This design comes from an exercise in tuning for a short achievable clock period and few clock cycles on the open sky130 flow, not from production work.
Where RTL was checked, it was by simulation tests only, not by an equivalence proof against the original.
Power is estimated from default activity; no workload was simulated.

==> 05-01: inputs <==
// ulsoc_core
module ulsoc_core
(
    input  wire         clk,
    input  wire         rst_n,
    output wire [31:0]  imem_addr,
    input  wire [31:0]  imem_rdata,
    output wire [31:0]  dmem_addr,
    input  wire [31:0]  dmem_rdata,
    output wire         dmem_we,
    output wire [3:0]   dmem_wstrb,
    output wire [31:0]  dmem_wdata,
    output wire         wb_valid,
    output wire [4:0]   wb_rd,
    output wire [31:0]  wb_data
);
==> module ksa, before the edit <==
module ksa #(parameter W = 32, parameter SUB = 0)
(
    input  wire [W-1:0] a,
    input  wire [W-1:0] b,
    output wire [W-1:0] s,
    output wire         co
);
localparam L = $clog2(W);
wire [W-1:0] g [0:L];
wire [W-1:0] t [0:L];
wire [W-1:0] p;                  
genvar l, i;
generate
    for (i = 0; i < W; i = i + 1) begin : l0
        if (SUB) begin : sb
            c_xnor2 ux (.a(a[i]), .b(b[i]), .y(p[i]));
            if (i == 0) begin : ci
                c_nor2b ug (.a(a[i]), .b(b[i]), .y(g[0][i]));
            end
            else begin : nci
                c_nand2b ug (.a(a[i]), .b(b[i]), .y(g[0][i]));
            end
            c_nor2b ut (.a(a[i]), .b(b[i]), .y(t[0][i]));
        end
        else begin : ad
            c_xor2  ux (.a(a[i]), .b(b[i]), .y(p[i]));
            c_nand2 ug (.a(a[i]), .b(b[i]), .y(g[0][i]));
            c_nor2  ut (.a(a[i]), .b(b[i]), .y(t[0][i]));
        end
    end
    for (l = 1; l <= L; l = l + 1) begin : lv
        localparam D = 1 << (l - 1);
        for (i = 0; i < W; i = i + 1) begin : bt
            if (i >= D) begin : m
                if (l % 2 == 1) begin : odd
                    c_oai21 ug (.a1(t[l-1][i]), .a2(g[l-1][i-D]), .b1(g[l-1][i]), .y(g[l][i]));
                    c_nor2  ut (.a(t[l-1][i]), .b(t[l-1][i-D]), .y(t[l][i]));
                end
                else begin : even
                    c_aoi21 ug (.a1(t[l-1][i]), .a2(g[l-1][i-D]), .b1(g[l-1][i]), .y(g[l][i]));
                    c_nand2 ut (.a(t[l-1][i]), .b(t[l-1][i-D]), .y(t[l][i]));
                end
            end
            else begin : pass
                c_inv ug (.a(g[l-1][i]), .y(g[l][i]));
                assign t[l][i] = 1'b0;
            end
        end
    end
    if (L % 2 == 1) begin : sp
        for (i = 1; i < W; i = i + 1) begin : s_
            c_xor2 us (.a(p[i]), .b(g[L][i-1]), .y(s[i]));
        end
        assign co = g[L][W-1];
    end
    else begin : sn
        for (i = 1; i < W; i = i + 1) begin : s_
            c_xnor2 us (.a(p[i]), .b(g[L][i-1]), .y(s[i]));
        end
        c_inv uco (.a(g[L][W-1]), .y(co));
    end
    if (SUB) begin : s0s
        c_inv us0 (.a(p[0]), .y(s[0]));
    end
    else begin : s0a
        assign s[0] = p[0];
    end
endgenerate
endmodule
clock: 9.0 ns
lec_check: 0
cap_margin: 30
core_margin: 2
core_utilization: 50
slew_margin: 30
synth_hierarchical: 1
standard.sh (not shown) runs the stock make flow with config.mk's settings and CLKGATE_MAP_FILE= SYNTH_SCRIPT=/design/flow/synth_recipe.tcl, a recipe that flattens the netlist after the stock synthesis.
==> flow/flow/run.sh <==
#!/bin/bash
# Own layout flow: the standard synthesis unchanged, then the standard ORFS
# steps (floorplan to finish) with three repair settings changed:
#  - timing and design repair may resize a cell to any size of its function,
#    not only to sizes with the same footprint (MATCH_CELL_FOOTPRINT=0);
#  - the port buffers are sky130_fd_sc_hd__buf_4;
set -euo pipefail
bash standard.sh synth > synth.log 2>&1
bash standard.sh MATCH_CELL_FOOTPRINT=0 \
    "BUFFER_PORTS_ARGS=-buffer_cell sky130_fd_sc_hd__buf_4" \
    SETUP_SLACK_MARGIN=6 finish > layout.log 2>&1
test -s out/final.def
==> inputs of 03-03, as changes to 05-01 <==
--- a/flow/design.v
+++ b/flow/design.v
@@ -81,5 +81,5 @@
     output wire         co
 );
-localparam L = $clog2(W);
+localparam L = (W <= 2) ? 1 : (W <= 4) ? 2 : (W <= 8) ? 3 : (W <= 16) ? 4 : (W <= 32) ? 5 : 6;
 wire [W-1:0] g [0:L];
 wire [W-1:0] t [0:L];
==> notes.md <==
- 03-03 produced a clean layout. 05-01 completed without violations.
- First-iteration DRC count is the same in 03-03 and 05-01.
- In total power, 03-03 and 05-01 do not differ.
- Die area is the same in 05-01 and 03-03.
- Global-route usage is the same in 05-01 and 03-03.
Testbench counts of 03-03, summed over its fixed seeds: cycles 75,378.
For 05-01, only the layout was checked, not whether the RTL still works.

re-timing with driven ports:
The results above use ideal ports. As a check the final layouts listed here were re-extracted and re-timed, cells and wires unchanged. Step 1 assumes that a clkbuf_16 drives the clock port and a buf_2 every other input. Step 2 times the ports against the registers' clock, not the clock port: input delays grow and output delays shrink by t, the midpoint of the rising clock arrivals with the driver on. Three values: no drivers, after step 1, after step 2; two values: the first two.
| run | t, ns | setup slack, ns | worst setup path at the end |
|---|---|---|---|
| 05-01 | 0.953 | 5.393 / 5.294 / 4.803 | input to register |
| 03-03 | 0.953 | 5.393 / 5.294 / 4.803 | input to register |
After both steps every run listed still meets setup and hold.
